Background: an optimization exercise with open tools, aiming at small area, a short achievable clock period and few clock cycles. Do not read the settings as production practice.
Function was checked by simulation only, so behaviour that the tests miss may differ from the original.
In every run shown here, the design's own scripts or RTL, not TritonCTS, make the clock network.
No driver is modelled on the clock port, so clock power and skew are understated where the tree is cut down; a real chip needs a root buffer or a tree.
Power figures rest on the tool's default switching activity, not on a simulated workload.

[config.mk]
export PLATFORM = sky130hd
export DESIGN_NAME = accelerator_mod
export DESIGN_NICKNAME = accelerator_mod
export VERILOG_FILES = /design/flow/design.v
export SDC_FILE = /design/flow/constraint.sdc
export NUM_CORES = 4
export LEC_CHECK = 0
export CAP_MARGIN = 20
export CORE_MARGIN = 2
export CORE_UTILIZATION = 60
export PLACE_DENSITY = 0.7
export SETUP_SLACK_MARGIN = 1.1
export SLEW_MARGIN = 20
export SYNTH_HIERARCHICAL = 1
export BUFFER_PORTS_ARGS = -buffer_cell sky130_fd_sc_hd__buf_2
export PRE_CTS_TCL = /design/flow/flow/pre_cts.tcl
[constraint.sdc]
create_clock -name core_clock -period 2.8 [get_ports {pcie_clk}]
set_input_delay 0.5600 -clock core_clock [delete_from_list [all_inputs] [get_ports {pcie_clk}]]
set_output_delay 0.5600 -clock core_clock [all_outputs]
set_load 0.01 [all_outputs]
[design.v]
module fifo_axi #(
    parameter DATA_WIDTH = 32,   
    parameter ADDR_WIDTH = 4     
)(
    input  wire                  clk,
    input  wire                  rst_n,
    input  wire [DATA_WIDTH-1:0] din,       
    input  wire                  hold,      
    input  wire                  push,      
    output reg                   full,
    output wire [DATA_WIDTH-1:0] dout_lo,   
    output wire [DATA_WIDTH-1:0] dout_hi,   
    input  wire                  pop,       
    output reg                   empty,
    output wire                  full_nx,
    output wire                  empty_nx
);
  localparam DEPTH = (1 << ADDR_WIDTH);
  reg [DATA_WIDTH-1:0] fifo_mem [0:DEPTH-1];
  reg [DEPTH-1:0] tail;    
  reg [DEPTH-1:0] head;    
  reg one_left;            
  reg one_free;            
  wire [DEPTH-1:0] tail_nxt  = {tail[DEPTH-2:0], tail[DEPTH-1]};
  wire [DEPTH-1:0] head_nxt  = {head[DEPTH-2:0], head[DEPTH-1]};
  wire [DEPTH-1:0] head_nxt2 = {head[DEPTH-3:0], head[DEPTH-1:DEPTH-2]};
  wire [DEPTH-1:0] tail_nxt2 = {tail[DEPTH-3:0], tail[DEPTH-1:DEPTH-2]};
  wire two_left = |(head_nxt2 & tail);
  wire two_free = |(tail_nxt2 & head);
  wire [DEPTH-1:0] head_push = empty ? tail : head;
  wire [DEPTH-1:0] head_pop  = one_left ? {DEPTH{1'b0}} : head_nxt;
  wire [DATA_WIDTH-1:0] pair_n [0:DEPTH/2-1];
  genvar g;
  generate
    for (g = 0; g < DEPTH/2; g = g + 1) begin : g_pair
      fifo_aoi22 #(.W(DATA_WIDTH)) u_aoi (
          .a(fifo_mem[2*g]), .sa(head[2*g]),
          .b(fifo_mem[2*g+1]), .sb(head[2*g+1]),
          .y(pair_n[g]));
    end
  endgenerate
  fifo_nand4 #(.W(DATA_WIDTH)) u_lo (
      .a(pair_n[0]), .b(pair_n[1]), .c(pair_n[2]), .d(pair_n[3]), .y(dout_lo));
  fifo_nand4 #(.W(DATA_WIDTH)) u_hi (
      .a(pair_n[4]), .b(pair_n[5]), .c(pair_n[6]), .d(pair_n[7]), .y(dout_hi));
  generate
    for (g = 0; g < DEPTH; g = g + 1) begin : g_row
      always @(posedge clk) begin
        if (tail[g] && !hold && !full)
          fifo_mem[g] <= din;
      end
    end
  endgenerate
  assign full_nx  = rst_n && (push ? one_free : (!pop && full));
  assign empty_nx = !rst_n || (push ? 1'b0 : (pop ? one_left : empty));
  always @(posedge clk) begin
    full  <= full_nx;
    empty <= empty_nx;
  end
  always @(posedge clk) begin
    if (!rst_n) begin
      tail     <= {{(DEPTH-1){1'b0}}, 1'b1};
      head     <= {DEPTH{1'b0}};
      one_left <= 1'b0;
      one_free <= 1'b0;
    end else if (push) begin
      tail     <= tail_nxt;
      head     <= head_push;
      one_left <= empty;
      one_free <= two_free;
    end else if (pop) begin
      head     <= head_pop;
      one_free <= full;
      one_left <= two_left;
    end
  end
endmodule
module fifo_aoi22 #(
    parameter W = 32
)(
    input  wire [W-1:0] a,
    input  wire         sa,
    input  wire [W-1:0] b,
    input  wire         sb,
    output wire [W-1:0] y
);
  assign y = ~((a & {W{sa}}) | (b & {W{sb}}));
endmodule
module fifo_nand4 #(
    parameter W = 32
)(
    input  wire [W-1:0] a,
    input  wire [W-1:0] b,
    input  wire [W-1:0] c,
    input  wire [W-1:0] d,
    output wire [W-1:0] y
);
  assign y = ~(a & b & c & d);
endmodule
module axi_pcie_fifo_accel #(
    parameter DATA_WIDTH  = 32,
    parameter ADDR_WIDTH  = 4,
    parameter ADDR_LSB    = 2       
)(
    input  wire         s_axi_aclk,
    input  wire         s_axi_aresetn,
    input  wire [31:0]  s_axi_awaddr,
    input  wire         s_axi_awvalid,
    output wire         s_axi_awready,
    input  wire [31:0]  s_axi_wdata,
    input  wire [3:0]   s_axi_wstrb,
    input  wire         s_axi_wvalid,
    output wire         s_axi_wready,
    output wire [1:0]   s_axi_bresp,
    output wire         s_axi_bvalid,
    input  wire         s_axi_bready,
    input  wire [31:0]  s_axi_araddr,
    input  wire         s_axi_arvalid,
    output wire         s_axi_arready,
    output wire [31:0]  s_axi_rdata,
    output wire [1:0]   s_axi_rresp,
    output wire         s_axi_rvalid,
    input  wire         s_axi_rready
);
  assign s_axi_bresp = 2'b00;
  assign s_axi_rresp = 2'b00;
  wire fifo_full;
  wire fifo_empty;
  wire fifo_full_nx;
  wire fifo_empty_nx;
  wire [DATA_WIDTH-1:0] fifo_dout_lo;
  wire [DATA_WIDTH-1:0] fifo_dout_hi;
  reg awready;      
  reg wready;
  reg bvalid;
  reg aw_pend;      
  reg aw_push;      
  reg w_pend;       
  reg b_two;        
  wire aw_hs   = s_axi_awvalid && awready;
  wire w_hs    = s_axi_wvalid && wready;
  wire aw_have = aw_hs || aw_pend;
  wire w_have  = w_hs || w_pend;
  wire wr_done = aw_have && w_have;
  wire aw_is0  = (s_axi_awaddr[ADDR_LSB+1:ADDR_LSB] == 2'b00);
  reg p_aw_ws;      
  reg p_aw_w;       
  reg p_w;          
  wire push    = (s_axi_awvalid && aw_is0 && (p_aw_ws || (s_axi_wvalid && p_aw_w)))
              || (s_axi_wvalid && p_w);
  wire b_hs    = bvalid && s_axi_bready;
  wire aw_pend_n = aw_have && !w_have;
  wire w_pend_n  = w_have && !aw_have;
  wire b_one_n   = wr_done || (bvalid && !b_hs) || b_two;
  wire b_two_n   = wr_done ? (bvalid && !b_hs) || b_two : (b_two && !b_hs);
  wire awready_n = !aw_pend_n && !b_two_n;
  wire wready_n  = !w_pend_n && !b_two_n;
  always @(posedge s_axi_aclk) begin
    if (!s_axi_aresetn) begin
      aw_pend <= 1'b0;
      w_pend  <= 1'b0;
      b_two   <= 1'b0;
      bvalid  <= 1'b0;
      awready <= 1'b1;
      wready  <= 1'b1;
    end else begin
      aw_pend <= aw_pend_n;
      w_pend  <= w_pend_n;
      bvalid  <= b_one_n;
      b_two   <= b_two_n;
      awready <= awready_n;
      wready  <= wready_n;
    end
  end
  wire aw_push_n = aw_hs ? aw_is0 : aw_push;
  always @(posedge s_axi_aclk) begin
    aw_push <= aw_push_n;
  end
  always @(posedge s_axi_aclk) begin
    if (!s_axi_aresetn) begin
      p_aw_ws <= 1'b0;
      p_aw_w  <= 1'b1;
      p_w     <= 1'b0;
    end else begin
      p_aw_ws <= awready_n && w_pend_n && !fifo_full_nx;
      p_aw_w  <= awready_n && wready_n && !fifo_full_nx;
      p_w     <= aw_pend_n && aw_push_n && wready_n && !fifo_full_nx;
    end
  end
  axi_reg1 #(.INIT(1'b1)) u_awready (.clk(s_axi_aclk), .rst_n(s_axi_aresetn), .d(awready_n), .q(s_axi_awready));
  axi_reg1 #(.INIT(1'b1)) u_wready  (.clk(s_axi_aclk), .rst_n(s_axi_aresetn), .d(wready_n),  .q(s_axi_wready));
  axi_reg1 #(.INIT(1'b0)) u_bvalid  (.clk(s_axi_aclk), .rst_n(s_axi_aresetn), .d(b_one_n),   .q(s_axi_bvalid));
  reg rvalid;      
  reg skid_v;      
  reg skid_pop;    
  reg skid_stat;   
  wire ar_hs   = s_axi_arvalid && !skid_v;
  wire ar_pop  = (s_axi_araddr[ADDR_LSB+1:ADDR_LSB] == 2'b01);
  wire ar_stat = (s_axi_araddr[ADDR_LSB+1:ADDR_LSB] == 2'b10);
  wire r_free  = !rvalid || s_axi_rready;
  wire t_pop   = skid_v ? skid_pop : ar_pop;
  wire t_stat  = skid_v ? skid_stat : ar_stat;
  reg q_skid;       
  reg q_ar;         
  wire fifo_pop = r_free && (q_skid || (q_ar && s_axi_arvalid && ar_pop));
  wire skid_v_n = skid_v ? !r_free : (ar_hs && !r_free);
  wire rvalid_n = !r_free || skid_v || s_axi_arvalid;
  always @(posedge s_axi_aclk) begin
    if (!s_axi_aresetn) begin
      rvalid <= 1'b0;
      skid_v <= 1'b0;
    end else begin
      rvalid <= rvalid_n;
      skid_v <= skid_v_n;
    end
  end
  wire skid_pop_n = ar_hs ? ar_pop : skid_pop;
  always @(posedge s_axi_aclk) begin
    if (ar_hs) skid_stat <= ar_stat;
    skid_pop <= skid_pop_n;
  end
  always @(posedge s_axi_aclk) begin
    if (!s_axi_aresetn) begin
      q_skid <= 1'b0;
      q_ar   <= 1'b0;
    end else begin
      q_skid <= skid_v_n && skid_pop_n && !fifo_empty_nx;
      q_ar   <= !skid_v_n && !fifo_empty_nx;
    end
  end
  axi_reg1 #(.INIT(1'b1)) u_arready (.clk(s_axi_aclk), .rst_n(s_axi_aresetn), .d(!skid_v_n), .q(s_axi_arready));
  axi_reg1 #(.INIT(1'b0)) u_rvalid  (.clk(s_axi_aclk), .rst_n(s_axi_aresetn), .d(rvalid_n),  .q(s_axi_rvalid));
  wire hold   = !r_free;
  wire s_pop  = r_free && t_pop;
  wire s_dead = r_free && t_pop && fifo_empty;
  wire s_stat = r_free && t_stat;
  wire [31:0] x_val = ({32{s_dead}} & 32'hDEAD_DEAD)
                    | {30'd0, s_stat && fifo_full, s_stat && fifo_empty};
  wire [31:0] n_lo, n_hi;
  wire [31:0] n_qx = ~(({32{hold}} & s_axi_rdata) | x_val);
  wire [31:0] rdata_d;
  axi_nand2s u_nlo (.a(fifo_dout_lo), .s(s_pop), .y(n_lo));
  axi_nand2s u_nhi (.a(fifo_dout_hi), .s(s_pop), .y(n_hi));
  axi_nand3  u_d   (.a(n_lo), .b(n_hi), .c(n_qx), .y(rdata_d));
  axi_rdata_reg u_rdata (.clk(s_axi_aclk), .d(rdata_d), .q(s_axi_rdata));
  fifo_axi #(
      .DATA_WIDTH(DATA_WIDTH),
      .ADDR_WIDTH(ADDR_WIDTH)
  ) fifo_inst (
      .clk(s_axi_aclk),
      .rst_n(s_axi_aresetn),
      .din(s_axi_wdata),
      .hold(w_pend),
      .push(push),
      .full(fifo_full),
      .dout_lo(fifo_dout_lo),
      .dout_hi(fifo_dout_hi),
      .pop(fifo_pop),
      .empty(fifo_empty),
      .full_nx(fifo_full_nx),
      .empty_nx(fifo_empty_nx)
  );
endmodule
module axi_rdata_reg (
    input  wire        clk,
    input  wire [31:0] d,
    output reg  [31:0] q
);
  always @(posedge clk) q <= d;
endmodule
module axi_reg1 #(
    parameter INIT = 1'b0
)(
    input  wire clk,
    input  wire rst_n,
    input  wire d,
    output reg  q
);
  always @(posedge clk) q <= rst_n ? d : INIT;
endmodule
module axi_nand2s (
    input  wire [31:0] a,
    input  wire        s,
    output wire [31:0] y
);
  assign y = ~(a & {32{s}});
endmodule
module axi_nand3 (
    input  wire [31:0] a,
    input  wire [31:0] b,
    input  wire [31:0] c,
    output wire [31:0] y
);
  assign y = ~(a & b & c);
endmodule
module accelerator_mod #(
   parameter DATA_W = 32,
   parameter ADDR_W = 4
)(
   input  wire            pcie_clk,           
   input  wire            pcie_rstn,
   input  wire [31:0]     pcie_axi_awaddr,
   input  wire            pcie_axi_awvalid,
   output wire            pcie_axi_awready,
   input  wire [31:0]     pcie_axi_wdata,
   input  wire [3:0]      pcie_axi_wstrb,
   input  wire            pcie_axi_wvalid,
   output wire            pcie_axi_wready,
   output wire [1:0]      pcie_axi_bresp,
   output wire            pcie_axi_bvalid,
   input  wire            pcie_axi_bready,
   input  wire [31:0]     pcie_axi_araddr,
   input  wire            pcie_axi_arvalid,
   output wire            pcie_axi_arready,
   output wire [31:0]     pcie_axi_rdata,
   output wire [1:0]      pcie_axi_rresp,
   output wire            pcie_axi_rvalid,
   input  wire            pcie_axi_rready
);
   axi_pcie_fifo_accel #(
      .DATA_WIDTH (DATA_W),
      .ADDR_WIDTH (ADDR_W)
   ) u_fifo_accel (
      .s_axi_aclk   (pcie_clk),
      .s_axi_aresetn(pcie_rstn),
      .s_axi_awaddr (pcie_axi_awaddr),
      .s_axi_awvalid(pcie_axi_awvalid),
      .s_axi_awready(pcie_axi_awready),
      .s_axi_wdata  (pcie_axi_wdata),
      .s_axi_wstrb  (pcie_axi_wstrb),
      .s_axi_wvalid (pcie_axi_wvalid),
      .s_axi_wready (pcie_axi_wready),
      .s_axi_bresp  (pcie_axi_bresp),
      .s_axi_bvalid (pcie_axi_bvalid),
      .s_axi_bready (pcie_axi_bready),
      .s_axi_araddr (pcie_axi_araddr),
      .s_axi_arvalid(pcie_axi_arvalid),
      .s_axi_arready(pcie_axi_arready),
      .s_axi_rdata  (pcie_axi_rdata),
      .s_axi_rresp  (pcie_axi_rresp),
      .s_axi_rvalid (pcie_axi_rvalid),
      .s_axi_rready (pcie_axi_rready)
   );
endmodule
[flow/run.sh]
#!/bin/bash
# Standard layout, with plain buffers on the ports and a two-level clock tree
# (flow/mycts.tcl) in place of TritonCTS.
set -o pipefail
here=$(pwd)
echo 'export BUFFER_PORTS_ARGS = -buffer_cell sky130_fd_sc_hd__buf_2' >> config.mk
echo "export PRE_CTS_TCL = $here/flow/pre_cts.tcl" >> config.mk
bash standard.sh > standard.log 2>&1
[flow/mycts.tcl]
# Two-level clock tree: one root buffer fed by the clock port, driving one
# leaf buffer per cluster of flip-flops (clusters by k-means on position).
proc mycts_build {} {
  set block [ord::get_db_block]
  set db [ord::get_db]
  set clk_port [$block findBTerm pcie_clk]
  set clk_net [$clk_port getNet]
  set master [$db findMaster sky130_fd_sc_hd__clkbuf_16]
  set sinks {}
  foreach it [$clk_net getITerms] { lappend sinks $it }
  set n [llength $sinks]
  set csize [expr {[info exists ::env(MYCTS_CLUSTER)] ? $::env(MYCTS_CLUSTER) : 28}]
  set k [expr {int(ceil(double($n) / $csize))}]
  # positions
  set xs {}; set ys {}
  foreach it $sinks {
    set inst [$it getInst]
    set bb [$inst getBBox]
    lappend xs [expr {([$bb xMin] + [$bb xMax]) / 2.0}]
    lappend ys [expr {([$bb yMin] + [$bb yMax]) / 2.0}]
  }
  # init centers: grid over bounding box
  set xmin [tcl::mathfunc::min {*}$xs]; set xmax [tcl::mathfunc::max {*}$xs]
  set ymin [tcl::mathfunc::min {*}$ys]; set ymax [tcl::mathfunc::max {*}$ys]
  set g [expr {int(ceil(sqrt($k)))}]
  set cx {}; set cy {}
  for {set i 0} {$i < $k} {incr i} {
    set gx [expr {$i % $g}]; set gy [expr {$i / $g}]
    lappend cx [expr {$xmin + ($gx + 0.5) * ($xmax - $xmin) / $g}]
    lappend cy [expr {$ymin + ($gy + 0.5) * ($ymax - $ymin) / $g}]
  }
  # balanced k-means: capacity-limited greedy assignment
  set cap [expr {int(ceil(double($n) / $k)) + 2}]
  for {set iter 0} {$iter < 25} {incr iter} {
    set pairs {}
    for {set s 0} {$s < $n} {incr s} {
      set x [lindex $xs $s]; set y [lindex $ys $s]
      for {set c 0} {$c < $k} {incr c} {
        set d [expr {abs($x - [lindex $cx $c]) + abs($y - [lindex $cy $c])}]
        lappend pairs [list $d $s $c]
      }
    }
    set pairs [lsort -real -index 0 $pairs]
    set asg [lrepeat $n -1]
    set cnt [lrepeat $k 0]
    set left $n
    foreach p $pairs {
      lassign $p d s c
      if {[lindex $asg $s] >= 0} continue
      if {[lindex $cnt $c] >= $cap} continue
      lset asg $s $c
      lset cnt $c [expr {[lindex $cnt $c] + 1}]
      incr left -1
      if {$left == 0} break
    }
    set sx [lrepeat $k 0.0]; set sy [lrepeat $k 0.0]
    for {set s 0} {$s < $n} {incr s} {
      set c [lindex $asg $s]
      lset sx $c [expr {[lindex $sx $c] + [lindex $xs $s]}]
      lset sy $c [expr {[lindex $sy $c] + [lindex $ys $s]}]
    }
    for {set c 0} {$c < $k} {incr c} {
      if {[lindex $cnt $c] > 0} {
        lset cx $c [expr {[lindex $sx $c] / [lindex $cnt $c]}]
        lset cy $c [expr {[lindex $sy $c] / [lindex $cnt $c]}]
      }
    }
  }
  set nr [expr {[info exists ::env(MYCTS_ROOTS)] ? $::env(MYCTS_ROOTS) : 4}]
  set mx [expr {[tcl::mathop::+ {*}$cx] / $k}]
  set my [expr {[tcl::mathop::+ {*}$cy] / $k}]
  set rgrp {}
  for {set c 0} {$c < $k} {incr c} {
    if {$nr == 1} { lappend rgrp 0; continue }
    set q [expr {([lindex $cx $c] >= $mx ? 1 : 0) + ([lindex $cy $c] >= $my ? 2 : 0)}]
    if {$nr == 2} { set q [expr {$q & 1}] }
    lappend rgrp $q
  }
  set rnets {}
  for {set r 0} {$r < 4} {incr r} {
    set members {}
    for {set c 0} {$c < $k} {incr c} { if {[lindex $rgrp $c] == $r} { lappend members $c } }
    if {[llength $members] == 0} { lappend rnets {}; continue }
    set rx 0.0; set ry 0.0
    foreach c $members { set rx [expr {$rx + [lindex $cx $c]}]; set ry [expr {$ry + [lindex $cy $c]}] }
    set rx [expr {int($rx / [llength $members])}]; set ry [expr {int($ry / [llength $members])}]
    set root [odb::dbInst_create $block $master clkroot_$r]
    $root setLocation $rx $ry
    $root setPlacementStatus PLACED
    set rnet [odb::dbNet_create $block clknet_root_$r]
    $rnet setSigType CLOCK
    [$root findITerm A] connect $clk_net
    [$root findITerm X] connect $rnet
    lappend rnets $rnet
  }
  for {set c 0} {$c < $k} {incr c} {
    set b [odb::dbInst_create $block $master clkleaf_$c]
    $b setLocation [expr {int([lindex $cx $c])}] [expr {int([lindex $cy $c])}]
    $b setPlacementStatus PLACED
    set lnet [odb::dbNet_create $block clknet_leaf_$c]
    $lnet setSigType CLOCK
    [$b findITerm A] connect [lindex $rnets [lindex $rgrp $c]]
    [$b findITerm X] connect $lnet
    lappend leafnets $lnet
  }
  for {set s 0} {$s < $n} {incr s} {
    set it [lindex $sinks $s]
    $it disconnect
    $it connect [lindex $leafnets [lindex $asg $s]]
  }
  puts "mycts: $n sinks, $k leaf buffers, cluster cap $cap"
}
[flow/pre_cts.tcl]
# Replaces TritonCTS with the two-level tree of mycts.tcl.
source [file join [file dirname [info script]] mycts.tcl]
proc clock_tree_synthesis {args} { mycts_build }
[standard.sh]
#!/bin/bash
# synth_recipe.tcl (not shown) runs the flow's synth.tcl, then flattens the netlist and writes it again
# the make line also repeats each setting of config.mk as NAME=value (left out here)
make -C /OpenROAD-flow-scripts/flow DESIGN_CONFIG=/design/flow/config.mk WORK_HOME=/design/flow/orfs CLKGATE_MAP_FILE= SYNTH_SCRIPT=/design/flow/synth_recipe.tcl "${@:-finish}"
==> results.sh, run 1 <==
export IMPL_status="timing/DRC/antenna clean"
export IMPL_grt_max_degree=37
export IMPL_postRouteAntennaNets=0
export IMPL_place_congestion=0.779
export IMPL_grt_pass1_wl_mm=78.4
export IMPL_cpLargestDelayFamily="simple AND/OR/NAND/NOR gates"
export IMPL_synth_edf_count=513
export IMPL_post_place_ws_ps=389
export IMPL_nets=1544
export IMPL_finClkSkew_ps=31.7
export IMPL_max_freq_mhz=605
export IMPL_hold_path_class="register to register"
export IMPL_final_setup_tns_ps=0
export IMPL_setup_slack_ps=1150
export IMPL_syn_avg_cell_area_um2=16.7
export IMPL_grt_antenna_before_repair=1
export IMPL_die_w_um=196
export IMPL_row_count=70
export IMPL_power_density_nw_per_um2=627
export IMPL_grt_pass1_vias=12400
export IMPL_start_util=0.606
export IMPL_clock_latency_ps=360
export IMPL_synth_yosys_warnings=13
export IMPL_n_fill_cell=2434
export IMPL_synth_area_um2=22100
export IMPL_hold_viol=0
export IMPL_track_usage=0.276
export IMPL_area_growth_pct=10.6
export IMPL_finalMaxSlewViolations=0
export IMPL_ys_seq_elements=601
export IMPL_drive_gt1_frac=0.191
export IMPL_leakage_nw=7.97
export IMPL_critPathBufInv=3
export IMPL_worst_pin_slew_ps=736
export IMPL_syn_instance_count=1322
export IMPL_critPathLaunchType="register"
export IMPL_synth_async_sr_flop_share=0
export IMPL_seq_area_frac_synth=0.777
export IMPL_num_vias=12700
export IMPL_core_um2=36400
export IMPL_dieHeight_um=196
export IMPL_period_minus_slack_ps=1650
export IMPL_routedWlPerCell_um=27.8
export IMPL_cp_end_kind="register"
export IMPL_rsz0062_at_grt="true"
export IMPL_ios=148
export IMPL_worstPathCellList="or3b_4, a21oi_4, buf_4, buf_12, buf_16, nand2_1, nand3_1"
export IMPL_finalCritPeriodShare=0.591
export IMPL_ff_latch_area_um2=17200
export IMPL_cpMaxStageDelayCell="or3b_4"
export IMPL_critPathMaxFanout=16
export IMPL_dpl_hpwl_mm=27.6
export IMPL_synthFlopType="edfxtp_1"
export IMPL_port_buffers=79
export IMPL_grt_overflow_total=0
export IMPL_fin_area_um2=24400
export IMPL_place_area_um2=23100
export IMPL_arrival_ps=1950
export IMPL_hold_slack_ps=478
export IMPL_remaining_drc_errors=0
export IMPL_wirelength_mm=53.0
export IMPL_multi_input_area_um2=4510
export IMPL_drv_cap=0
export IMPL_crit_path_start="u_fifo_accel.skid_v"
export IMPL_slew_limit_headroom=0.509
export IMPL_setup_viol=0
export IMPL_r2r_start="u_fifo_accel.skid_v"
export IMPL_max_stage_delay_ps=420
export IMPL_critPathRequiredTime_ps=3100
export IMPL_clk_pin_slew_worst_paths_ps=100
export IMPL_peakVddDrop_v=0.000458
export IMPL_ctsHoldBuffers=0
export IMPL_min_delay_start="u_fifo_accel.u_rdata.q[17]"
export IMPL_first_iter_violations=1271
export IMPL_dr_pass1_iters=5
export IMPL_path_class="register to register"
export IMPL_vias_per_cell=6.68
export IMPL_dieArea_um2=38400
export IMPL_synthDistinctLibCells=50
-- Yosys cell counts, types with 8 or more instances --
library cell    n  share of area
nand3_1        35         0.0079
a21oi_1        24         0.0054
edfxtp_1      513           0.70
buf_2          25         0.0057
and2_1         19         0.0054
a221oi_2       13         0.0088
nand4_1        66          0.019
nand2_1        83          0.014
a221oi_1        8         0.0032
nor2_1         23         0.0039
o21ai_0        21         0.0048
a22oi_1       264          0.090
buf_6          35          0.018
dfxtp_1        88          0.080
nor2b_1        20         0.0057
mux2i_1        17         0.0077
-- path summary, 6_finish.rpt --
kind	end	slack, ps	cells past startpoint
setup / recovery	u_fifo_accel.u_rdata.q[22]	1150	7
hold / removal	u_fifo_accel.u_rdata.q[17]	480	2
setup reg to reg	u_fifo_accel.u_rdata.q[22]	1150	7
hold reg to reg	u_fifo_accel.u_rdata.q[17]	480	2
-- cell type report --
| class | count | share of cell area |
|---|---|---|
| Inverter | 3 | 0.000461 |
| Multi-Input combinational cell | 645 | 0.184 |
| Timing Repair Buffer | 160 | 0.0607 |
| Sequential cell | 601 | 0.704 |
| Antenna cell | 1 | 0.000102 |
| Buffer | 26 | 0.0266 |
| Tap cell | 468 | 0.0240 |
-- Yosys stat by module (local to each module, per instance), a selection --
module         cells inside  area [µm²]
axi_rdata_reg            32         641
axi_nand3                32         160
axi_nand2s               35         154
-- sequential cells by signal, indices dropped and copies added, names as in the netlist, 16 cells and up --
register and count:
u_fifo_accel.fifo_inst.fifo_mem 512, u_fifo_accel.fifo_inst.head 16, u_fifo_accel.fifo_inst.tail 16, u_fifo_accel.u_rdata.q 32
-- cells in the final DEF, fill, tap and decap left out, types with 9 or more instances in the layout --
| cell type | synthesis | final |
|---|---|---|
| buf_4 | 7 | 48 |
| nor2_1 | 23 | 20 |
| nand2_1 | 83 | 78 |
| o21ai_0 | 21 | 13 |
| nand3_1 | 35 | 32 |
| edfxtp_1 | 513 | 513 |
| a21oi_1 | 24 | 22 |
| nor2b_1 | 20 | 18 |
| clkbuf_16 | 0 | 26 |
| nand4_1 | 66 | 66 |
| a22oi_1 | 264 | 263 |
| a221oi_2 | 13 | 18 |
| o21ai_1 | 2 | 9 |
| buf_2 | 25 | 75 |
| dfxtp_2 | 0 | 11 |
| dfxtp_1 | 88 | 71 |
| and2_2 | 0 | 16 |
| buf_12 | 0 | 19 |
| mux2i_1 | 17 | 17 |
-- per-stage QoR --
stage / power [mW] / cells / utilization
3_5_place_dp: 11.3 / 1845 / 0.633
3_3_place_gp: 11.3 / 1845 / 0.633
4_1_cts: 14.6 / 1903 / 0.670
6_report: 15.3 / 1904 / 0.671
2_1_floorplan: 10.8 / 1325 / -
5_1_grt: 15.8 / 1903 / 0.671
-- tightest hold or removal path, delay by kind of cell, from the launching register on --
kind	cells	cell delay [ps]
AND/OR/NAND/NOR	2	120
flip-flops	1	340
-- power breakdown --
part / internal, mW / switching [mW]
sequential: 9.88 / 0.226
combinational: 0.469 / 0.680
clock: 1.69 / 2.39
-- metal layers --
| metal | track usage | share of wire | vias up |
|---|---|---|---|
| met2 | 0.473 | 0.49 | 585 |
| met3 | 0.0337 | 0.077 | 103 |
| met5 | 0 | 0 | - |
| met1 | 0.381 | 0.40 | 6492 |
| met4 | 0.0699 | 0.029 | 0 |
| li1 | - | - | 5542 |
-- cell families after synthesis --
kind of cell | Yosys count | share of synthesized area
compound gates | 354 | 0.122
buf+inv | 79 | 0.0289
flops | 601 | 0.777
mux | 21 | 0.00974
other cells | 1 | 0.000170
simple gates | 266 | 0.0624
-- timing repair --
action	4_1_cts	5_1_grt
setup endpoints to repair	72	38
pin swaps	15	0
resized for setup	62	10
setup buffers	24	0
cloned	8	0
Testbench counts, summed over its fixed seeds: cycles 5,881.
==> inputs of run 2 (changes only) <==
--- a/config.mk
+++ b/config.mk
@@ -12,5 +12,6 @@
 export SETUP_SLACK_MARGIN = 1.1
 export SLEW_MARGIN = 20
 export SYNTH_HIERARCHICAL = 1
+export TNS_END_PERCENT = 20
 export BUFFER_PORTS_ARGS = -buffer_cell sky130_fd_sc_hd__buf_2
 export PRE_CTS_TCL = /design/flow/flow/pre_cts.tcl
==> run 2 against run 1 <==
Flip-flop and latch count stayed put; worst setup slack worse by 120 ps; maximum frequency is 6.5% lower; core utilization is 0.74 points higher; register-to-register slack worse by 120 ps; via count is 0.64% higher; routed wire length is 0.88% higher; still clean; synthesized cell count stayed put; cell area is 1.1% higher; largest cell class unchanged; largest power group unchanged.
==> results.sh, run 2 <==
export IMPL_grt_max_degree=43
export IMPL_min_to="u_fifo_accel.u_arready.q"
export IMPL_synth_area_mux_share=0.00974
export IMPL_synthFlopType="edfxtp_1"
export IMPL_rsz0062_at_grt="true"
export IMPL_cpMaxStageDelayCell="and2_2"
export IMPL_worst_pin_slew_ps=806
export IMPL_num_vias=12800
export IMPL_period_minus_slack_ps=1770
export IMPL_grt_antenna_before_repair=1
export IMPL_n_fill_cell=2408
export IMPL_status="timing/DRC/antenna clean"
export IMPL_cp_end_kind="register"
export IMPL_top_register="u_fifo_accel.fifo_inst.fifo_mem"
export IMPL_setup_viol=0
export IMPL_start_util=0.606
export IMPL_hold_path_depth=2
export IMPL_critPathLaunchType="register"
export IMPL_worstPathCellList="nor2_1, buf_4, and2_2, buf_12"
export IMPL_postRouteAntennaNets=0
export IMPL_r2r_start="u_fifo_accel.fifo_inst.full"
export IMPL_regToRegSetupSlack_ps=1030
export IMPL_path_class="register to register"
export IMPL_remaining_drc_errors=0
export IMPL_grt_pass1_wl_mm=78.0
export IMPL_synth_fa_ha_area_frac=0
export IMPL_finalMaxSlewViolations=0
export IMPL_critPathRequiredTime_ps=2830
export IMPL_synth_top_area_cell="edfxtp_1"
export IMPL_syn_instance_count=1322
export IMPL_fin_area_um2=24700
export IMPL_post_place_ws_ps=402
export IMPL_synth_async_sr_flop_share=0
export IMPL_synth_yosys_warnings=13
export IMPL_hold_slack_ps=447
export IMPL_first_iter_violations=1549
export IMPL_leakage_nw=8.15
export IMPL_synth_compound_area_share=0.122
export IMPL_die_w_um=196
export IMPL_final_common_cell="edfxtp_1"
export IMPL_final_cell_mix="513 x edfxtp_1, 264 x a22oi_1, 76 x buf_2, 72 x dfxtp_1, 68 x nand2_1"
export IMPL_ios=148
export IMPL_seq_area_frac_synth=0.777
export IMPL_place_congestion=0.754
export IMPL_min_delay_start="pcie_rstn"
export IMPL_dieArea_um2=38400
export IMPL_grt_overflow_total=0
export IMPL_slew_limit_headroom=0.463
export IMPL_synth_area_um2=22100
export IMPL_track_usage=0.276
export IMPL_max_stage_delay_ps=450
export IMPL_nets=1550
export IMPL_synthXorXnorAreaFrac=0
export IMPL_synth_area_leaders="edfxtp_1 70%, a22oi_1 9.0%, dfxtp_1 8.0%"
export IMPL_hold_viol=0
export IMPL_dr_pass1_iters=6
export IMPL_setup_slack_ps=1030
export IMPL_finalCritPeriodShare=0.632
export IMPL_routedWlPerCell_um=28.0
export IMPL_rr_endpoint="u_fifo_accel.fifo_inst.fifo_mem[10][19]"
export IMPL_reg_top3="u_fifo_accel.fifo_inst.fifo_mem: 512 flops, u_fifo_accel.u_rdata.q: 32 flops"
export IMPL_synth_top_area_frac=0.697
export IMPL_wirelength_mm=53.4
export IMPL_final_setup_tns_ps=0
export IMPL_dpl_hpwl_mm=29.1
export IMPL_hold_path_class="input port to register"
export IMPL_port_buffers=79
export IMPL_post_synth_top_count_cell="edfxtp_1"
export IMPL_critPathMaxFanout=22
export IMPL_ys_top_cells_by_count="513 x edfxtp_1, 264 x a22oi_1, 88 x dfxtp_1, 83 x nand2_1, 66 x nand4_1"
export IMPL_synth_edf_count=513
export IMPL_place_area_um2=23200
export IMPL_synthDistinctLibCells=50
export IMPL_area_growth_pct=11.8
export IMPL_row_count=70
export IMPL_drv_cap=0
export IMPL_largest_reg_flops=512
export IMPL_antenna_cells=0
export IMPL_power_density_nw_per_um2=622
export IMPL_clock_latency_ps=360
export IMPL_clk_pin_slew_worst_paths_ps=90
export IMPL_max_freq_mhz=565
export IMPL_ys_seq_elements=601
export IMPL_r2r_cells=4
export IMPL_peakVddDrop_v=0.000459
export IMPL_syn_avg_cell_area_um2=16.7
export IMPL_arrival_ps=1800
export IMPL_drive_gt1_frac=0.205
export IMPL_yosys_area_share_simple=0.0624
export IMPL_synth_top_family_by_area="compound AO/OA/AOI/OAI gates"
export IMPL_vias_per_cell=6.71
export IMPL_dieHeight_um=196
export IMPL_finClkSkew_ps=27.3
export IMPL_grt_pass1_vias=12300
export IMPL_core_um2=36400
==> run 2: cell counts after synthesis <==
Identical to the previous run, type by type.
==> run 2: power breakdown <==
group | total, mW | switching, mW | leakage [nW] | internal [mW]
registers | 10.1 | 0.212 | 5.38 | 9.88
clock network | 4.05 | 2.36 | 0.320 | 1.69
logic | 1.22 | 0.719 | 2.44 | 0.502
total | 15.4 | 3.29 | 8.15 | 12.1
==> run 2: layer usage <==
metal,vias to the layer above,routed length [µm],track usage,part of all wire
li1,5549,-,-,-
met1,6527,21800,0.399,0.41
met2,645,25800,0.459,0.48
met3,81,4560,0.0358,0.085
met4,2,1200,0.0542,0.022
met5,-,7,0,0.00013
==> run 2: area by class of cell <==
cell class	instances	area (µm²)	share of cell area
Multi-Input combinational cell	645	4580	0.185
Sequential cell	601	17200	0.696
Timing Repair Buffer	166	1690	0.0684
Tap cell	468	586	0.0237
Buffer	26	651	0.0263
Inverter	3	11.3	0.000456
==> run 2: critical path, delay by kind of cell (launching register included) <==
family	cells	cell delay [ps]
simple gates	2	570
buf+inv	2	480
flops	1	370
==> run 2: metrics by stage <==
stage	power (mW)	utilization	std cells
after floorplan	10.8	-	1325
after global placement	11.3	0.636	1845
after detailed placement	11.3	0.636	1845
after CTS	14.7	0.677	1906
after global routing	15.8	0.678	1909
final	15.4	0.678	1909
==> run 2: timing repair <==
item,CTS,global route
resized for setup,74,6
hold buffers,0,0
buffers inserted,25,3
pin swaps,23,0
gates cloned,10,0
setup endpoints to repair,166,216
==> run 2: how the worst max path moves through the flow <==
| stage | from | endpoint | slack [ps] | cells past startpoint |
|---|---|---|---|---|
| detailed placement | pcie_axi_awaddr[3] | u_fifo_accel.fifo_inst.head[1] | 400 | 9 |
| CTS | pcie_axi_awaddr[2] | u_fifo_accel.p_w | 730 | 9 |
| floorplan | pcie_axi_rready | u_fifo_accel.p_w | 680 | 9 |
| finish | u_fifo_accel.fifo_inst.full | u_fifo_accel.fifo_inst.fifo_mem[10][19] | 1030 | 4 |
| global placement | pcie_axi_awaddr[3] | u_fifo_accel.fifo_inst.head[11] | 430 | 9 |
| global route | u_fifo_accel.fifo_inst.full | u_fifo_accel.fifo_inst.fifo_mem[10][19] | 960 | 4 |
==> run 2: cells by family after synthesis <==
logic type	Yosys count
other	1
buffers and inverters	79
AOI/OAI and AO/OA	354
DFF	601
muxes	21
and+or+nand+nor	266
==> run 2: Yosys stat by module, one instance, submodules excluded, a selection <==
module | cells | cell area [µm²]
axi_rdata_reg | 32 | 641
axi_nand3 | 32 | 160
axi_nand2s | 35 | 154
==> inputs of run 3 (changes only) <==
--- a/config.mk
+++ b/config.mk
@@ -8,10 +8,10 @@
 export CAP_MARGIN = 20
 export CORE_MARGIN = 2
 export CORE_UTILIZATION = 60
+export GPL_TIMING_DRIVEN = 0
 export PLACE_DENSITY = 0.7
 export SETUP_SLACK_MARGIN = 1.1
 export SLEW_MARGIN = 20
 export SYNTH_HIERARCHICAL = 1
-export TNS_END_PERCENT = 20
 export BUFFER_PORTS_ARGS = -buffer_cell sky130_fd_sc_hd__buf_2
 export PRE_CTS_TCL = /design/flow/flow/pre_cts.tcl
==> run 3 against run 2 <==
Worst setup slack lost 110 ps; power grew 1.9%; sequential share of layout area shrank 2.4 points; clock skew rose by 40 ps; worst hold slack gained 44 ps; clock power grew 3%; global-route usage is 1.2 points higher; cell area rose by 3.4%; highest routed layer is now met4.
==> results.sh, run 3 <==
export IMPL_status="timing/DRC/antenna clean"
export IMPL_period_minus_slack_ps=1880
export IMPL_r2r_start="u_fifo_accel.rvalid"
export IMPL_final_common_cell="edfxtp_1"
export IMPL_syn_instance_count=1322
export IMPL_synth_fa_ha_area_frac=0
export IMPL_rr_endpoint="u_fifo_accel.u_rdata.q[27]"
export IMPL_port_buffers=79
export IMPL_place_congestion=0.812
export IMPL_remaining_drc_errors=0
export IMPL_dpl_hpwl_mm=29.6
export IMPL_core_um2=36400
export IMPL_final_cell_mix="513 x edfxtp_1, 263 x a22oi_1, 101 x buf_2, 86 x dfxtp_1, 66 x nand4_1"
export IMPL_p_sw_mw=3.50
export IMPL_drv_cap=0
export IMPL_hold_viol=0
export IMPL_synth_area_um2=22100
export IMPL_rsz0062_at_grt="true"
export IMPL_p_int_mw=12.2
export IMPL_ys_top_cells_by_count="513 x edfxtp_1, 264 x a22oi_1, 88 x dfxtp_1, 83 x nand2_1, 66 x nand4_1"
export IMPL_peakVddDrop_v=0.000387
export IMPL_clkPwrFrac=0.266
export IMPL_syn_avg_cell_area_um2=16.7
export IMPL_synth_top_area_frac=0.697
export IMPL_setup_viol=0
export IMPL_antenna_cells=0
export IMPL_finalNonFillerCells=1969
export IMPL_seqPwrFrac=0.641
export IMPL_path_class="register to register"
export IMPL_finClkSkew_ps=67.5
export IMPL_grt_overflow_total=0
export IMPL_critPathLaunchType="register"
export IMPL_synth_compound_area_share=0.122
export IMPL_final_setup_tns_ps=0
export IMPL_crit_path_start="u_fifo_accel.rvalid"
export IMPL_slew_limit_headroom=0.571
export IMPL_largest_reg_flops=512
export IMPL_cp_end_kind="register"
export IMPL_synth_area_leaders="edfxtp_1 70%, a22oi_1 9.0%, dfxtp_1 8.0%"
export IMPL_n_fill_cell=2315
export IMPL_synth_yosys_warnings=13
export IMPL_synth_area_mux_share=0.00974
export IMPL_hold_path_class="register to register"
export IMPL_area_growth_pct=15.6
export IMPL_comb_power_share=0.093
export IMPL_synthDistinctLibCells=50
export IMPL_finalCritPeriodShare=0.670
export IMPL_vias_per_cell=6.75
export IMPL_regToRegSetupSlack_ps=920
export IMPL_grt_max_degree=33
export IMPL_grt_pass1_wl_mm=81.2
export IMPL_power_density_nw_per_um2=613
export IMPL_leakage_nw=8.88
export IMPL_dieArea_um2=38400
export IMPL_track_usage=0.288
export IMPL_row_count=70
export IMPL_min_delay_start="u_fifo_accel.aw_push"
export IMPL_synth_top_area_cell="edfxtp_1"
export IMPL_top_register="u_fifo_accel.fifo_inst.fifo_mem"
export IMPL_ys_seq_elements=601
export IMPL_hold_path_depth=1
export IMPL_arrival_ps=2190
export IMPL_synth_top_family_by_area="compound AO/OA/AOI/OAI gates"
export IMPL_critPathMaxFanout=5
export IMPL_num_vias=13300
export IMPL_postRouteAntennaNets=0
export IMPL_first_iter_violations=1561
export IMPL_ios=148
export IMPL_routedWlPerCell_um=28.6
export IMPL_synth_edf_count=513
export IMPL_synthFlopType="edfxtp_1"
export IMPL_wirelength_mm=56.3
export IMPL_post_synth_top_count_cell="edfxtp_1"
export IMPL_finalMaxSlewViolations=0
export IMPL_dr_pass1_iters=5
export IMPL_grt_pass1_vias=12700
export IMPL_r2r_cells=12
export IMPL_max_freq_mhz=533
export IMPL_nets=1610
export IMPL_p_total_mw=15.7
export IMPL_yosys_area_share_simple=0.0624
export IMPL_grt_antenna_before_repair=0
export IMPL_seq_area_frac_synth=0.777
export IMPL_clock_latency_ps=380
export IMPL_start_util=0.606
export IMPL_min_to="u_fifo_accel.aw_push"
export IMPL_worst_pin_slew_ps=643
export IMPL_ctsHoldBuffers=0
export IMPL_clk_pin_slew_worst_paths_ps=100
export IMPL_critPathRequiredTime_ps=3110
export IMPL_placed_cells=1872
export IMPL_reg_top3="u_fifo_accel.fifo_inst.fifo_mem: 512 flops, u_fifo_accel.u_rdata.q: 32 flops"
export IMPL_p_sw_frac=0.224
export IMPL_synthXorXnorAreaFrac=0
export IMPL_synth_async_sr_flop_share=0
export IMPL_dieHeight_um=196
export IMPL_die_w_um=196
export IMPL_drive_gt1_frac=0.257
run 3: changes by cell type in the layout (fill, tap and decap cells not counted), moves of 22 or more:
cell and delta:
buf_2 +25, nand3_1 -22, nand2_1 -25, and2_4 +25
nand3_2 +22, nand2_4 +29
run 3: logic make-up (layout without fill, tap and decap cells):
family          after synthesis  count (layout)
compound gates              354             354
buf+inv                      79             243
flops                       601             601
mux                          21              21
other cells                   1               4
simple gates                266             278
run 3: power by group through the flow:
| stage | clock, mW | combinational (mW) | sequential [mW] |
|---|---|---|---|
| after global placement | 0 | 1.11 | 10.2 |
| after CTS | 3.16 | 1.37 | 10.2 |
| after global routing | 4.48 | 1.56 | 10.0 |
| after detailed placement | 0 | 1.14 | 10.2 |
| after floorplan | 0 | 0.634 | 10.2 |
| final | 4.16 | 1.46 | 10.0 |
run 3: per-module statistics from Yosys, one instance, submodules excluded, excerpt:
module / flops+latches / cells inside / area (µm²) / copies in the design
axi_rdata_reg: 32 / 32 / 641 / 1
axi_nand3: 0 / 32 / 160 / 1
axi_nand2s: 0 / 35 / 154 / 2
run 3: what timing repair did:
item	4_1_cts	5_1_grt
resized for setup	148	60
setup buffers	43	9
endpoints found under the setup margin	585	512
pin swaps	28	17
cloned	18	1
run 3: critical path, cell delays in order (launching register included):
cell and delay [ps]:
dfxtp_2 320, and2b_2 210, buf_8 130, buf_12 120, buf_6 110, clkbuf_16 130
a21oi_4 180, buf_12 140, buf_16 130, buf_12 110, buf_16 130, nand2_4 50
nand3_2 50
run 3: how the worst max path moves through the flow:
stage	cells after the start	endpoint	slack, ps
3_5_place_dp	10	u_fifo_accel.p_w	320
2_1_floorplan	9	u_fifo_accel.p_w	680
3_3_place_gp	10	u_fifo_accel.p_w	340
4_1_cts	10	u_fifo_accel.p_w	620
6_report	12	u_fifo_accel.u_rdata.q[27]	920
5_1_grt	11	u_fifo_accel.p_w	840
run 3: final cells by class:
class,count,area [µm²],share of cell area
flip-flops and latches,601,17200,0.672
multi-input cells,657,5070,0.198
plain buffers,102,1420,0.0554
repair buffers,138,1290,0.0506
well taps,468,586,0.0229
inverters,3,11.3,0.000441
run 3: stage by stage:
stage          hold slack, ps  setup WS, ps   util  area, µm²
2_1_floorplan             443           680      -      22200
3_3_place_gp              451           340  0.636      23200
3_5_place_dp              459           321  0.636      23200
4_1_cts                   459           624  0.690      25100
5_1_grt                   498           839  0.701      25500
6_report                  491           924  0.701      25500
run 3: per-layer routing:
metal | wire (µm) | global-route usage
met1 | 22000 | 0.409
met2 | 27700 | 0.474
met3 | 4820 | 0.0366
met4 | 1760 | 0.0903
met5 | 0 | 0
==> inputs of run 4 (changes only) <==
--- a/config.mk
+++ b/config.mk
@@ -8,9 +8,8 @@
 export CAP_MARGIN = 20
 export CORE_MARGIN = 2
 export CORE_UTILIZATION = 60
-export GPL_TIMING_DRIVEN = 0
 export PLACE_DENSITY = 0.7
-export SETUP_SLACK_MARGIN = 1.1
+export SETUP_SLACK_MARGIN = 1.25
 export SLEW_MARGIN = 20
 export SYNTH_HIERARCHICAL = 1
 export BUFFER_PORTS_ARGS = -buffer_cell sky130_fd_sc_hd__buf_2
==> run 4 against run 3 <==
Maximum frequency grew 8.4%; routed wire length grew 5.0%; sequential share of layout area shrank 0.46 points; cell area grew 0.99%; power shrank 0.16%; critical path depth shrank 5; clock skew shrank 5.3 ps; largest power group unchanged; highest routed layer is now met5.
==> results.sh, run 4 <==
export IMPL_drive_gt1_frac=0.266
export IMPL_largest_reg_flops=512
export IMPL_dr_pass1_iters=5
export IMPL_finalMaxSlewViolations=0
export IMPL_max_freq_mhz=578
export IMPL_dieHeight_um=196
export IMPL_synth_edf_count=513
export IMPL_use_met1=0.419
export IMPL_start_util=0.606
export IMPL_finClkSkew_ps=62.2
export IMPL_rsz0062_at_grt="true"
export IMPL_syn_instance_count=1322
export IMPL_post_synth_top_count_cell="edfxtp_1"
export IMPL_grt_pass1_wl_mm=83.3
export IMPL_synth_area_mux_share=0.00974
export IMPL_synth_top_family_by_area="compound AO/OA/AOI/OAI gates"
export IMPL_status="timing/DRC/antenna clean"
export IMPL_peakVddDrop_v=0.000453
export IMPL_routedWlPerCell_um=30.5
export IMPL_grt_overflow_total=0
export IMPL_postRouteAntennaNets=0
export IMPL_synthXorXnorAreaFrac=0
export IMPL_syn_avg_cell_area_um2=16.7
export IMPL_vias_per_cell=6.82
export IMPL_grtUsageMet3=0.0445
export IMPL_core_um2=36400
export IMPL_grt_pass1_vias=12800
export IMPL_hold_path_class="input port to register"
export IMPL_hold_path_depth=2
export IMPL_final_common_cell="edfxtp_1"
export IMPL_dieArea_um2=38400
export IMPL_area_growth_pct=16.8
export IMPL_synth_area_leaders="edfxtp_1 70%, a22oi_1 9.0%, dfxtp_1 8.0%"
export IMPL_final_cell_mix="513 x edfxtp_1, 263 x a22oi_1, 75 x buf_2, 68 x dfxtp_1, 66 x nand4_1"
export IMPL_final_setup_tns_ps=0
export IMPL_synth_yosys_warnings=13
export IMPL_grt_max_degree=43
export IMPL_die_w_um=196
export IMPL_period_minus_slack_ps=1730
export IMPL_num_vias=13300
export IMPL_synthDistinctLibCells=50
export IMPL_busiest_layer="met2"
export IMPL_clk_pin_slew_worst_paths_ps=110
export IMPL_ctsHoldBuffers=0
export IMPL_ys_seq_elements=601
export IMPL_first_iter_violations=1601
export IMPL_yosys_area_share_simple=0.0624
export IMPL_path_class="register to register"
export IMPL_row_count=70
export IMPL_seq_area_frac_synth=0.777
export IMPL_remaining_drc_errors=0
export IMPL_critPathMaxFanout=7
export IMPL_worst_pin_slew_ps=676
export IMPL_arrival_ps=2040
export IMPL_port_buffers=79
export IMPL_grt_antenna_before_repair=1
export IMPL_placed_cells=1824
export IMPL_power_density_nw_per_um2=606
export IMPL_synth_top_area_cell="edfxtp_1"
export IMPL_synth_fa_ha_area_frac=0
export IMPL_finalCritPeriodShare=0.618
export IMPL_dpl_hpwl_mm=26.7
export IMPL_synth_compound_area_share=0.122
export IMPL_synth_async_sr_flop_share=0
export IMPL_finalNonFillerCells=1942
export IMPL_reg_top3="u_fifo_accel.fifo_inst.fifo_mem: 512 flops, u_fifo_accel.u_rdata.q: 32 flops"
export IMPL_hold_viol=0
export IMPL_setup_viol=0
export IMPL_ys_top_cells_by_count="513 x edfxtp_1, 264 x a22oi_1, 88 x dfxtp_1, 83 x nand2_1, 66 x nand4_1"
export IMPL_r2r_cells=7
export IMPL_wirelength_mm=59.1
export IMPL_slew_limit_headroom=0.550
export IMPL_critPathRequiredTime_ps=3110
export IMPL_critPathLaunchType="register"
export IMPL_regToRegSetupSlack_ps=1070
export IMPL_place_congestion=0.750
export IMPL_cp_end_kind="register"
export IMPL_synth_top_area_frac=0.697
export IMPL_grt_use_met2=0.485
export IMPL_top_register="u_fifo_accel.fifo_inst.fifo_mem"
export IMPL_antenna_cells=0
export IMPL_track_usage=0.299
export IMPL_leakage_nw=8.73
export IMPL_synth_area_um2=22100
export IMPL_drv_cap=0
export IMPL_synthFlopType="edfxtp_1"
export IMPL_nets=1583
export IMPL_ios=148
export IMPL_fin_util=0.708
export IMPL_clock_latency_ps=380
-- run 4: changes by cell type in the layout (fill, tap and decap cells not counted), moves of 11 or more --
cell and delta:
nand2_4 -11, a21oi_1 -19, a21oi_2 +14, buf_6 -16, dfxtp_4 +11, dfxtp_1 -18, buf_12 +21, buf_2 -26
-- run 4: worst paths after layout --
| check | end | from |
|---|---|---|
| worst max-delay path | u_fifo_accel.u_rdata.q[25] | u_fifo_accel.skid_v |
| worst min register to register | u_fifo_accel.u_rdata.q[12] | u_fifo_accel.u_rdata.q[12] |
| worst min-delay path | u_fifo_accel.u_arready.q | pcie_rstn |
| worst max register to register | u_fifo_accel.u_rdata.q[25] | u_fifo_accel.skid_v |
-- run 4: repair_timing --
item	4_1_cts	5_1_grt
gates cloned	22	5
pin swaps	49	26
setup endpoints to repair	550	544
resized for setup	155	64
buffers inserted	43	22
-- run 4: kinds of logic after synthesis --
kind of cell           Yosys count
buffers and inverters           79
flip-flops                     601
AND/OR/NAND/NOR                266
multiplexers                    21
AO/OA/AOI/OAI                  354
other                            1
-- run 4: Yosys stat by module, one instance, submodules excluded, a selection --
module         cell area, µm²  copies in the design
axi_rdata_reg             641                     1
axi_nand3                 160                     1
axi_nand2s                154                     2
-- run 4: where the power goes --
group	internal (mW)	total (mW)	leakage (nW)	switching (mW)
clock network	1.69	4.11	0.320	2.43
registers	9.88	10.1	5.39	0.259
logic	0.567	1.38	3.02	0.808
total	12.1	15.6	8.73	3.49
-- run 4: routing by layer --
| metal | routed length [µm] | part of all wire |
|---|---|---|
| met4 | 2210 | 0.037 |
| met3 | 5800 | 0.098 |
| met1 | 22900 | 0.39 |
| met2 | 28300 | 0.48 |
| met5 | 8 | 0.00014 |
-- run 4: final cells by class --
cell class                      instances  area [µm²]
Sequential cell                       601       17200
Fill cell                            2237       10600
Multi-Input combinational cell        655        5080
Timing Repair Buffer                  189        2250
Buffer                                 26         651
Tap cell                              468         586
Inverter                                3        11.3
-- run 4: worst max-delay path: stages (launching register included) --
cell and delay, ps:
dfxtp_4 380, or3b_4 410, a211oi_4 250, buf_6 200
buf_6 140, buf_16 140, a21oi_1 50, nand3_1 90
-- run 4: per-stage QoR --
stage | instance area (µm²) | hold slack, ps | total power, mW | setup slack, ps
after floorplan | 22200 | 443 | 10.8 | 696
after global placement | 22900 | 452 | 11.3 | 411
after detailed placement | 22900 | 454 | 11.3 | 410
after CTS | 25100 | 457 | 14.8 | 780
after global routing | 25800 | 405 | 16.0 | 1020
final | 25800 | 407 | 15.6 | 1070
==> inputs of run 5 (changes only) <==
--- a/config.mk
+++ b/config.mk
@@ -9,7 +9,7 @@
 export CORE_MARGIN = 2
 export CORE_UTILIZATION = 60
 export PLACE_DENSITY = 0.7
-export SETUP_SLACK_MARGIN = 1.25
+export SETUP_SLACK_MARGIN = 1.15
 export SLEW_MARGIN = 20
 export SYNTH_HIERARCHICAL = 1
 export BUFFER_PORTS_ARGS = -buffer_cell sky130_fd_sc_hd__buf_2
==> run 5 against run 4 <==
Worst setup slack better by 70 ps; highest routed layer unchanged; sequential power hardly changed; synthesized area is the same; power fell by 1.6%; via count shrank 3.0%; flip-flop and latch count stayed put; critical path depth unchanged; register-to-register slack improved by 70 ps; combinational power is 14% lower; cell area is 3.5% lower; synthesized cell count unchanged.
==> results.sh, run 5 <==
export IMPL_status="timing/DRC/antenna clean"
export IMPL_synthFlopType="edfxtp_1"
export IMPL_hold_viol=0
export IMPL_cpLargestDelayFamily="simple AND/OR/NAND/NOR gates"
export IMPL_final_cell_mix="513 x edfxtp_1, 263 x a22oi_1, 74 x buf_2, 71 x dfxtp_1, 67 x nand2_1"
export IMPL_ios=148
export IMPL_remaining_drc_errors=0
export IMPL_cpMostUsedCell="buf_12"
export IMPL_dieArea_um2=38400
export IMPL_synth_area_um2=22100
export IMPL_post_synth_top_count_cell="edfxtp_1"
export IMPL_finalMaxSlewViolations=0
export IMPL_synth_top_area_cell="edfxtp_1"
export IMPL_synthDistinctLibCells=50
export IMPL_synth_edf_count=513
export IMPL_critPathMaxFanout=8
export IMPL_leakage_nw=8.22
export IMPL_grt_pass1_vias=12400
export IMPL_grt_max_degree=37
export IMPL_fin_util=0.684
export IMPL_synth_async_sr_flop_share=0
export IMPL_final_common_cell="edfxtp_1"
export IMPL_final_setup_tns_ps=0
export IMPL_peakVddDrop_v=0.000447
export IMPL_first_iter_violations=1472
export IMPL_vias_per_cell=6.68
export IMPL_finClkSkew_ps=58.9
export IMPL_max_stage_delay_ps=420
export IMPL_place_congestion=0.769
export IMPL_critPathLaunchType="register"
export IMPL_drive_gt1_frac=0.214
export IMPL_routedWlPerCell_um=27.9
export IMPL_grt_overflow_total=0
export IMPL_wirelength_mm=53.7
export IMPL_worstPathCellList="or3b_4, a21oi_4, buf_12, buf_12, buf_16, nand2_1, nand3_1"
export IMPL_worst_pin_slew_ps=760
export IMPL_hold_path_class="register to register"
export IMPL_syn_avg_cell_area_um2=16.7
export IMPL_arrival_ps=1930
export IMPL_row_count=70
export IMPL_die_w_um=196
export IMPL_ctsHoldBuffers=0
export IMPL_track_usage=0.275
export IMPL_synth_yosys_warnings=13
export IMPL_period_minus_slack_ps=1660
export IMPL_reg_top3="u_fifo_accel.fifo_inst.fifo_mem: 512 flops, u_fifo_accel.u_rdata.q: 32 flops"
export IMPL_max_freq_mhz=602
export IMPL_synth_top_area_frac=0.697
export IMPL_top_register="u_fifo_accel.fifo_inst.fifo_mem"
export IMPL_grt_pass1_wl_mm=78.0
export IMPL_start_util=0.606
export IMPL_area_growth_pct=12.7
export IMPL_finalNonFillerCells=1924
export IMPL_critPathRequiredTime_ps=3070
export IMPL_largest_reg_flops=512
export IMPL_dpl_hpwl_mm=28.7
export IMPL_p_total_mw=15.4
export IMPL_num_vias=12900
export IMPL_syn_instance_count=1322
export IMPL_critPathBufInv=3
export IMPL_rsz0062_at_grt="true"
export IMPL_cpMaxStageDelayCell="or3b_4"
export IMPL_finalCritPeriodShare=0.593
export IMPL_seq_area_frac_synth=0.777
export IMPL_path_class="register to register"
export IMPL_slew_limit_headroom=0.494
export IMPL_hold_slack_ps=475
export IMPL_dr_pass1_iters=7
export IMPL_setup_viol=0
export IMPL_ys_seq_elements=601
export IMPL_postRouteAntennaNets=0
export IMPL_ys_top_cells_by_count="513 x edfxtp_1, 264 x a22oi_1, 88 x dfxtp_1, 83 x nand2_1, 66 x nand4_1"
export IMPL_power_density_nw_per_um2=618
export IMPL_core_um2=36400
export IMPL_nets=1564
export IMPL_clk_pin_slew_worst_paths_ps=100
export IMPL_cp_end_kind="register"
export IMPL_dieHeight_um=196
export IMPL_port_buffers=79
export IMPL_clock_latency_ps=380
export IMPL_grt_antenna_before_repair=2
export IMPL_placed_cells=1843
export IMPL_drv_cap=0
export IMPL_synth_area_leaders="edfxtp_1 70%, a22oi_1 9.0%, dfxtp_1 8.0%"
run 5: cell counts after synthesis:
Identical to the previous run, type by type.
run 5: per-module statistics from Yosys, one instance, submodules excluded, excerpt:
module         copies in the design  flops+latches
axi_rdata_reg                     1             32
axi_nand3                         1              0
axi_nand2s                        2              0
run 5: repair_timing:
action	4_1_cts	5_1_grt
endpoints found under the setup margin	249	358
gates resized for setup	102	24
pin swaps	26	0
buffers inserted	26	17
gates cloned	8	3
run 5: report_power, final:
part	internal (mW)	switching (mW)	total, mW
combinational	0.488	0.687	1.18
sequential	9.88	0.240	10.1
clock	1.69	2.40	4.09
run 5: worst min-delay path, stage by stage (launching register included):
cell     delay (ps)
dfxtp_1         330
nand2_1          50
nand3_1          70
run 5: layout make-up:
cell class,instances,area [µm²]
sequential,601,17200
fill,2411,11500
multi-input combinational,645,4620
timing repair buffer,180,1830
buffer,26,651
tap,468,586
inverter,3,11.3
antenna,1,2.50
run 5: worst paths after layout:
kind	startpoint	endpoint	slack [ps]	cells past startpoint
max	u_fifo_accel.skid_v	u_fifo_accel.u_rdata.q[15]	1140	7
min	u_fifo_accel.u_rdata.q[8]	u_fifo_accel.u_rdata.q[8]	480	2
max reg2reg	u_fifo_accel.skid_v	u_fifo_accel.u_rdata.q[15]	1140	7
min reg2reg	u_fifo_accel.u_rdata.q[8]	u_fifo_accel.u_rdata.q[8]	480	2
run 5: through the flow:
stage | cell area, µm² | setup WS [ps]
2_1_floorplan | 22200 | 680
3_3_place_gp | 23100 | 533
3_5_place_dp | 23100 | 519
4_1_cts | 24600 | 825
5_1_grt | 24900 | 1040
6_report | 24900 | 1140
run 5: cells by family after synthesis:
group           Yosys count  share of synthesized area
compound gates          354                      0.122
buf+inv                  79                     0.0289
flops                   601                      0.777
mux                      21                    0.00974
other cells               1                   0.000170
simple gates            266                     0.0624
run 5: routing by layer:
layer	wire length, µm	up-vias	global-route usage
li1	-	5586	-
met1	21600	6576	0.386
met2	26200	599	0.469
met3	4320	90	0.0297
met4	1570	2	0.0710
met5	7	-	0
==> inputs of run 6 (changes only) <==
==> flow/pre_cts.tcl (replaced) <==
# Buffers high-fanout nets (at most 10 loads per driver), then replaces
# TritonCTS with the two-level tree of mycts.tcl.
source [file join [file dirname [info script]] mycts.tcl]
set_max_fanout 10 [current_design]
repair_design -verbose
proc clock_tree_synthesis {args} { mycts_build }
--- a/config.mk
+++ b/config.mk
@@ -9,7 +9,7 @@
 export CORE_MARGIN = 2
 export CORE_UTILIZATION = 60
 export PLACE_DENSITY = 0.7
-export SETUP_SLACK_MARGIN = 1.15
+export SETUP_SLACK_MARGIN = 1.1
 export SLEW_MARGIN = 20
 export SYNTH_HIERARCHICAL = 1
 export BUFFER_PORTS_ARGS = -buffer_cell sky130_fd_sc_hd__buf_2
==> run 6 against run 5 <==
Global-route usage up 5.5 points; largest cell class unchanged; via count up 13%; cell count up 11%; first-iteration DRC count up 12%; still clean; routed wire length up 21%; register-to-register slack worse by 140 ps; sequential share of layout area down 5.5 points; die area unchanged; maximum frequency down 8.6%.
==> results.sh, run 6 <==
export IMPL_grt_pass1_vias=13900
export IMPL_ys_top_cells_by_count="513 x edfxtp_1, 264 x a22oi_1, 88 x dfxtp_1, 83 x nand2_1, 66 x nand4_1"
export IMPL_syn_instance_count=1322
export IMPL_postRouteAntennaNets=0
export IMPL_area_growth_pct=22.4
export IMPL_r2r_start="u_fifo_accel.skid_v"
export IMPL_max_stage_delay_ps=400
export IMPL_remaining_drc_errors=0
export IMPL_track_usage=0.330
export IMPL_worstPathCellList="buf_6, nor2_4, nand2_2, o21ai_4, buf_12, nor2_4, a22oi_2, nor2b_2, or3_4, nor4b_4"
export IMPL_cpMaxStageDelayCell="or3_4"
export IMPL_final_setup_tns_ps=0
export IMPL_cp_end_kind="register"
export IMPL_clock_latency_ps=370
export IMPL_synth_top_area_frac=0.697
export IMPL_clk_pin_slew_worst_paths_ps=100
export IMPL_critPathRequiredTime_ps=3060
export IMPL_peakVddDrop_v=0.000448
export IMPL_synth_top_area_cell="edfxtp_1"
export IMPL_dieArea_um2=38400
export IMPL_top_register="u_fifo_accel.fifo_inst.fifo_mem"
export IMPL_synth_async_sr_flop_share=0
export IMPL_min_delay_start="u_fifo_accel.u_rdata.q[17]"
export IMPL_hold_path_depth=2
export IMPL_synth_yosys_warnings=13
export IMPL_nets=1769
export IMPL_regToRegSetupSlack_ps=1000
export IMPL_synthDistinctLibCells=50
export IMPL_dr_pass1_iters=5
export IMPL_first_iter_violations=1651
export IMPL_finalCritPeriodShare=0.649
export IMPL_hold_viol=0
export IMPL_num_vias=14500
export IMPL_critPathBufInv=2
export IMPL_grt_max_degree=31
export IMPL_rsz0062_at_grt="true"
export IMPL_synth_edf_count=513
export IMPL_critPathLaunchType="input port"
export IMPL_cpLargestDelayFamily="simple AND/OR/NAND/NOR gates"
export IMPL_place_congestion=0.779
export IMPL_dieHeight_um=196
export IMPL_place_area_um2=23100
export IMPL_grt_antenna_before_repair=3
export IMPL_hold_path_class="register to register"
export IMPL_final_common_cell="edfxtp_1"
export IMPL_post_synth_top_count_cell="edfxtp_1"
export IMPL_path_class="input port to register"
export IMPL_synthFlopType="edfxtp_1"
export IMPL_seq_area_frac_synth=0.777
export IMPL_fin_util=0.742
export IMPL_hold_slack_ps=483
export IMPL_critPathMaxFanout=4
export IMPL_reg_top3="u_fifo_accel.fifo_inst.fifo_mem: 512 flops, u_fifo_accel.u_rdata.q: 32 flops"
export IMPL_vias_per_cell=6.81
export IMPL_port_buffers=79
export IMPL_status="timing/DRC/antenna clean"
export IMPL_rr_endpoint="u_fifo_accel.u_rdata.q[23]"
export IMPL_largest_reg_flops=512
export IMPL_period_minus_slack_ps=1820
export IMPL_setup_viol=0
export IMPL_drv_cap=0
export IMPL_arrival_ps=2070
export IMPL_core_um2=36400
export IMPL_cpMostUsedCell="nor2_4"
export IMPL_ys_seq_elements=601
export IMPL_final_cell_mix="513 x edfxtp_1, 258 x a22oi_1, 101 x buf_2, 76 x buf_4, 68 x dfxtp_1"
export IMPL_dpl_hpwl_mm=27.6
export IMPL_synth_area_leaders="edfxtp_1 70%, a22oi_1 9.0%, dfxtp_1 8.0%"
export IMPL_die_w_um=196
export IMPL_grt_pass1_wl_mm=91.5
export IMPL_start_util=0.606
export IMPL_wirelength_mm=64.9
export IMPL_max_freq_mhz=551
export IMPL_r2r_cells=10
export IMPL_min_to="u_fifo_accel.u_rdata.q[17]"
export IMPL_ctsHoldBuffers=0
export IMPL_row_count=70
export IMPL_ios=148
export IMPL_drive_gt1_frac=0.301
export IMPL_syn_avg_cell_area_um2=16.7
export IMPL_grt_overflow_total=0
export IMPL_fin_area_um2=27000
export IMPL_power_density_nw_per_um2=584
export IMPL_finalMaxSlewViolations=0
export IMPL_leakage_nw=9.55
export IMPL_finClkSkew_ps=34.9
export IMPL_synth_area_um2=22100
export IMPL_routedWlPerCell_um=30.5
-- run 6: worst max-delay path by stage --
stage                                  end  slack, ps  cells after the start          startpoint
final                     u_fifo_accel.p_w        980                     10  pcie_axi_awaddr[2]
after CTS                 u_fifo_accel.p_w        650                     10  pcie_axi_awaddr[2]
after global placement    u_fifo_accel.p_w        450                      9  pcie_axi_awaddr[3]
after floorplan           u_fifo_accel.p_w        680                      9     pcie_axi_rready
after global routing      u_fifo_accel.p_w        910                     10  pcie_axi_awaddr[2]
after detailed placement  u_fifo_accel.p_w        390                      9  pcie_axi_awaddr[3]
-- run 6: routing by layer --
layer  global-route usage  wire length, µm  vias to the layer above
met3               0.0574             6900                      209
met2                0.545            31200                      979
met5                    0                9                        -
met1                0.439            23500                     7312
li1                     -                -                     6010
met4                0.139             3330                        2
-- run 6: Yosys stat by module, one instance, submodules excluded, a selection --
module         area (µm²)  flip-flops and latches  cells  copies in the design
axi_nand2s            154                       0     35                     2
axi_nand3             160                       0     32                     1
axi_rdata_reg         641                      32     32                     1
-- run 6: final cells by class --
type	count	area, µm²
Buffer	26	651
Tap cell	468	586
Inverter	3	11.3
Sequential cell	601	17200
Timing Repair Buffer	385	3730
Antenna cell	2	5.00
Fill cell	2183	9400
Multi-Input combinational cell	645	4860
-- run 6: cell families after synthesis --
logic type             count (synthesis)  share of synthesized area
buffers and inverters                 79                     0.0289
and+or+nand+nor                      266                     0.0624
other                                  1                   0.000170
AOI/OAI and AO/OA                    354                      0.122
muxes                                 21                    0.00974
DFF                                  601                      0.777
-- run 6: where the power goes --
part / internal [mW] / switching [mW]
clock: 1.69 / 2.42
sequential: 9.88 / 0.114
combinational: 0.695 / 0.997
-- run 6: per-stage QoR --
step	worst slack [ps]	power [mW]	cells
after CTS	648	14.9	2113
after floorplan	680	10.8	1325
after global placement	448	11.3	1845
final	984	15.8	2130
after detailed placement	389	11.3	1845
after global routing	907	16.2	2129
-- run 6: what timing repair did --
item                       CTS  global route
buffers inserted            31            11
setup endpoints to repair  593           300
resized for setup          753           285
pin swaps                   18            21
gates cloned                 3             4
-- run 6: tightest hold or removal path, stage by stage, from the launching register on --
cell and delay [ps]:
dfxtp_1 340, nand2_1 60, nand3_2 60

[static timing again, ports no longer ideal]
The flow's constraints put no driver on any port. The routed layouts listed below were extracted and timed again, unchanged, in two steps. Step 1 sets driving cells, clkbuf_16 on the clock port and buf_2 on the other inputs (assumed; they add their load-dependent delay and slew). Step 2 moves the port delays by t, midway between the first and last clock arrival at a register: inputs arrive t later, outputs are due t later. That takes back most of the time a late clock gives input paths. Slacks: ideal ports / drivers / drivers and shift; pairs: ideal ports / drivers.
run | shift t [ns] | setup WS [ns] | worst setup path after step 2 | cell pins on the clock port's net
run 1 | 0.464 | 1.146 / 1.146 / 0.774 | input to register | 4
run 2 | 0.460 | 1.030 / 1.030 / 0.695 | input to register | 4
run 3 | 0.459 | 0.924 / 0.924 / 0.587 | input to register | 4
run 4 | 0.461 | 1.070 / 1.070 / 0.722 | input to register | 4
run 5 | 0.461 | 1.140 / 1.119 / 0.759 | input to register | 4
run 6 | 0.473 | 0.984 / 0.997 / 0.601 | input to register | 4
After both steps every run listed still meets setup and hold. The setup slack of run 6, which loses most, moves by +0.013 ns with the drivers and by -0.383 ns with both steps.
